This design comes from an exercise in tuning for small area on the open sky130 flow, not from production work.
The RTL was checked by simulation tests, not by an equivalence proof against the original design.
Power and IR drop assume default switching activity.

Setup of before:
## uart_frame_top
module uart_frame_top (
  input  logic        clk,
  input  logic        rst,        
  input  logic        key0,       
  input  logic        key1,       
  input  logic        sw0,        
  output logic        uart_tx
);
  logic [3:0] k;       
  logic [6:0] f;       
  logic [3:0] bidx;    
  logic       capt;    
  wire k9 = k[3] & k[0];
  wire k0 = (k == 4'd0);
  wire k4 = (k == 4'd4);
  wire k_7 = (k == 4'd7);
  wire cap_end = k9 & (f == 7'd47 || f[6:2] == 5'b01100);
  wire t0      = (f == 7'd47) & ~k[0];
  wire [3:0] tk = {k9 | (&k[2:0]), ~k[3] & (&k[1:0]), k[0] & ~k[3], 1'b1};
  wire [6:0] tf;
  wire [3:0] ti;
  wire       ie = k9 & capt;
  assign tf[0] = k[0];
  assign ti[0] = ie;
  for (genvar i = 1; i < 7; i++) begin : g_tf
    assign tf[i] = tf[i-1] & f[i-1];
  end
  for (genvar i = 1; i < 4; i++) begin : g_ti
    assign ti[i] = ti[i-1] & bidx[i-1];
  end
  wire wf = k[0] & (&f);
  wire wi = ie & (&bidx);
  always_ff @(posedge clk) begin
    if (rst) begin
      k <= 4'd0; f <= 7'd124; bidx <= 4'd7; capt <= 1'b0;
    end else begin
  ...
clock: 10.0 ns
lec_check: 0
cap_margin: 20
core_margin: 2
core_utilization: 85
cts_buf_list: sky130_fd_sc_hd__clkbuf_4
slew_margin: 20
standard.sh (not shown) runs the stock make flow with config.mk's settings and CLKGATE_MAP_FILE= SYNTH_SCRIPT=/design/flow/synth_recipe.tcl, a recipe that flattens the netlist after the stock synthesis.
==> flow/flow/run.sh <==
#!/bin/bash
# The standard layout (standard.sh: ORFS synthesis to final layout), with
# three settings passed to ORFS through its environment:
# - clock tree synthesis adds no dummy load cells,
# - the input and output ports are buffered with buf_1,
# - after global routing, gates off the critical paths are downsized.
# Each ORFS step writes its own log under orfs/logs; make's output goes to
# standard.log.
set -euo pipefail
export CTS_ARGS="-sink_clustering_enable -repair_clock_nets -dont_use_dummy_load -buf_list sky130_fd_sc_hd__clkbuf_4"
export BUFFER_PORTS_ARGS="-buffer_cell sky130_fd_sc_hd__buf_1"
export RECOVER_POWER=100
bash standard.sh > standard.log 2>&1
Relative to before, the following input files were edited for after:
diff --git a/flow/design.v b/flow/design.v
--- a/flow/design.v
+++ b/flow/design.v
@@ -9,15 +9,14 @@
   logic [3:0] k;       
   logic [6:0] f;       
   logic [3:0] bidx;    
   logic       capt;    
   wire k9 = k[3] & k[0];
   wire k0 = (k == 4'd0);
   wire k4 = (k == 4'd4);
-  wire k_7 = (k == 4'd7);
   wire cap_end = k9 & (f == 7'd47 || f[6:2] == 5'b01100);
   wire t0      = (f == 7'd47) & ~k[0];
   wire [3:0] tk = {k9 | (&k[2:0]), ~k[3] & (&k[1:0]), k[0] & ~k[3], 1'b1};
   wire [6:0] tf;
   wire [3:0] ti;
   wire       ie = k9 & capt;
   assign tf[0] = k[0];
@@ -59,28 +58,29 @@
     else if (k9) cyt <= h9;
     else if (k4) cyt <= ~h4;
     else         cyt <= cyt & x_t;
   end
   always_ff @(posedge clk)
     rt <= {(bstep & ~k[3] & ~(k[2] & (k[1] | k[0]))) ? k_le2 : (x_t ^ cyt), rt[9:1]};
   logic [9:0] rl;
-  wire lf0 = rl[8];                    
-  wire lf1 = rl[7];                    
-  wire k_a5 = k0 | (k == 4'd2) | (k == 4'd5) | k_7;
-  wire k8 = k[3] & ~k[0];
-  always_ff @(posedge clk)
-    rl <= {init ? k_a5 :
-           (k9 | (bstep & ~k[3])) ? rl[1] :
-           (bstep & k8) ? (rl[1] ^ rl[3] ^ rl[4] ^ rl[5]) : rl[0],
-           rl[9:1]};
+  logic       rl_d;
+  wire lf0 = rl[2];                    
+  wire lf1 = rl[3];                    
+  wire k_a5 = (k == 4'd1) | (k == 4'd3) | (k == 4'd6) | (k == 4'd8);
+  always_ff @(posedge clk) begin
+    rl_d <= rl[0];
+    rl   <= {init ? k_a5 : (bstep ? (k0 ? (rl[4] ^ rl[5] ^ rl[6] ^ rl[8]) : rl_d) : rl[0]),
+             rl[9:1]};
+  end
   logic [9:0] rp1, rp2, rbx, rby, rs1;
   wire [7:0] p1v = rp1[8:1];
   wire [7:0] p2v = rp2[8:1];
   wire [8:0] bxv = rbx[9:1];
   wire [7:0] byv = rby[8:1];
+  wire k_7   = (k == 4'd7);
   wire k_200 = k_7 | (k == 4'd3) | (k == 4'd6);
   logic prev_sw;       
   logic relp;          
   wire vxn = ~init & rs1[0];
   wire vyn = ~init & rby[0];
   logic vxn_n, vyn_n;
   logic hit1, hit2, gt2, lt2;    
- In after, the horizontal die dimension came out 0.32 µm above the value in before.
- Against before as the reference, after delivers a higher clock sink total.
- after against before: final critical-path setup slack went up by 63 ps, power in the clock group closely matched the old numbers, simple-gate area share of the yosys netlist went down by 0.99 points.
- Fmax: after above before
- | multiplexer area fraction after synthesis | after vs before | 0.44 points higher |
- Compared with before, after shows a final area that is 0.70% higher.
- Smallest hold slack for after: 27 ps down relative to before
- In the metrics for after and before, the one carrying the lower combinational logic power is after.
- Effective utilization at floorplan was higher in the run labelled before.

* * *

Another version of the RTL of uart_frame_top (not shown whole).
Size: roughly 6 I/O pins, ~4400 sq um of cells after synthesis.
Design uart_frame_top, start of the top module:
module uart_frame_top (
  input  logic        clk,
  input  logic        rst,        
  input  logic        key0,       
  input  logic        key1,       
  input  logic        sw0,        
  output logic        uart_tx
);
export LEC_CHECK = 0
export CAP_MARGIN = 20
export CORE_MARGIN = 2
export CORE_UTILIZATION = 75
export CTS_BUF_LIST = sky130_fd_sc_hd__clkbuf_4
export SLEW_MARGIN = 20
create_clock -name core_clock -period 10.0 [get_ports {clk}]
Scripts as last shown in full above: flow/flow/run.sh
Rerun with:
--- a/flow/design.v
+++ b/flow/design.v
@@ -118,36 +118,40 @@
             vxn <= 1'b0;
             vyn <= ~lf0;
           end
           if (tbe & bounce) vyn <= ~vyn;
           if (tbe & h1) vxn <= 1'b0;
           if (tbe & h2) vxn <= 1'b1;
         end
       end
     end
   end
   logic ballc, sclr;           
+  logic bxdir, p1dir, p2dir;
   logic cy_p1, cy_p2, cy_bx, cy_by, cy_s1, cy_s2;
   always_ff @(posedge clk) begin
     if (rst) begin
       init  <= 1'b1;
       bstep <= 1'b1;
     end else if (k9) begin
       init  <= 1'b0;
       bstep <= tick_ball;
     end
   end
   always_ff @(posedge clk) begin
     if (k9) begin
       ballc <= rel_any | (tbe & miss);
       sclr  <= rel_any;
+      bxdir <= ~relp & vxn;
+      p1dir <= ~p1_up;
+      p2dir <= ~p2_up;
     end
   end
   wire src_p = init;
   wire src_b = init | ballc;
   wire src_s = init | sclr;
   wire x_p1 = src_p ? k_7   : rp1[0];
   wire x_p2 = src_p ? k_7   : rp2[0];
   wire x_bx = src_b ? k_200 : rbx[0];
   wire x_by = src_b ? k_7   : rby[0];
   wire x_s1 = ~src_s & rs1[0];
   wire x_s2 = ~src_s & rs2[0];
@@ -155,37 +159,37 @@
     if (rst) begin
       cy_p1 <= 1'b0; cy_p2 <= 1'b0; cy_bx <= 1'b0;
       cy_by <= 1'b0; cy_s1 <= 1'b0; cy_s2 <= 1'b0;
     end else if (k9) begin
       cy_p1 <= pad_go;
       cy_p2 <= ai_go;
       cy_bx <= tbe & ~miss;
       cy_by <= tbe & ~miss & ~bounce;
       cy_s1 <= tbe & miss_r;
       cy_s2 <= tbe & miss_l;
     end else begin
-      cy_p1 <= cy_p1 & (x_p1 ^ rp1[9]);
-      cy_p2 <= cy_p2 & (x_p2 ^ rp2[9]);
-      cy_bx <= cy_bx & (x_bx ^ rbx[9]);
+      cy_p1 <= cy_p1 & (x_p1 ^ p1dir);
+      cy_p2 <= cy_p2 & (x_p2 ^ p2dir);
+      cy_bx <= cy_bx & (x_bx ^ bxdir);
       cy_by <= cy_by & (x_by ^ vyn);
       cy_s1 <= cy_s1 & x_s1;
       cy_s2 <= cy_s2 & x_s2;
     end
   end
   wire o_p1 = x_p1 ^ cy_p1;
   wire o_p2 = x_p2 ^ cy_p2;
   wire o_by = x_by ^ cy_by;
   always_ff @(posedge clk) begin
-    rp1 <= {k9 ? ~p1_up : o_p1, rp1[9:1]};
-    rp2 <= {k9 ? ~p2_up : o_p2, rp2[9:1]};
-    rbx <= {k9 ? (~relp & vxn) : (x_bx ^ cy_bx), rbx[9:1]};
+    rp1 <= {o_p1, rp1[9:1]};
+    rp2 <= {o_p2, rp2[9:1]};
+    rbx <= {x_bx ^ cy_bx, rbx[9:1]};
     rby <= {o_by, rby[9:1]};
     rs1 <= {x_s1 ^ cy_s1, rs1[9:1]};
     rs2 <= {x_s2 ^ cy_s2, rs2[9:1]};
   end
   logic bw1, lt50a, bw2, lt50b, lt25, gt25;
   wire dd1  = o_by ^ o_p1 ^ bw1;
   wire dd2  = o_by ^ o_p2 ^ bw2;
   wire k_50 = (k == 4'd1) | (k == 4'd4) | (k == 4'd5);
   wire k_25 = k0 | (k == 4'd3) | k4;
   always_ff @(posedge clk) begin
     if (k9) begin
Core utilization shrinks by 0.37 points.
Global-route usage barely changes.
Routed wire length fell by 1.5%.
Sequential cell count came out higher by 3.
Non-clock buffer count does not change.

-- port drivers added, routing unchanged --
Ports are ideal in the flow. The routed layouts listed here were re-timed in OpenROAD.
Step 1 assumes that a clkbuf_16 drives the clock port and a buf_2 every other input.
Step 2, shift: input delay + t, output delay - t, t = (earliest + latest rising clock arrival at the registers) / 2. This alone moves slack from input paths to output paths.
Three values: ideal ports, drivers, drivers and shift; two values: the first two.
run	shift t [ns]	setup WS [ns]	worst setup path at the end	slew at the worst register clock pin (ns)	cell pins on the clock port's net
before	0.518	6.592 / 6.601 / 6.082	input to register	0.10 / 0.10	1
after	0.518	6.655 / 6.629 / 6.197	input to register	0.11 / 0.11	1
the first run of note 2	0.512	6.486 / 6.486 / 6.425	input to register	0.12 / 0.12	1
the second run of note 2	0.522	6.670 / 6.670 / 6.230	input to register	0.11 / 0.11	1
After both steps every run listed still meets setup and hold. The setup slack of before, which loses most, moves by +0.009 ns with the drivers and by -0.510 ns with both steps.
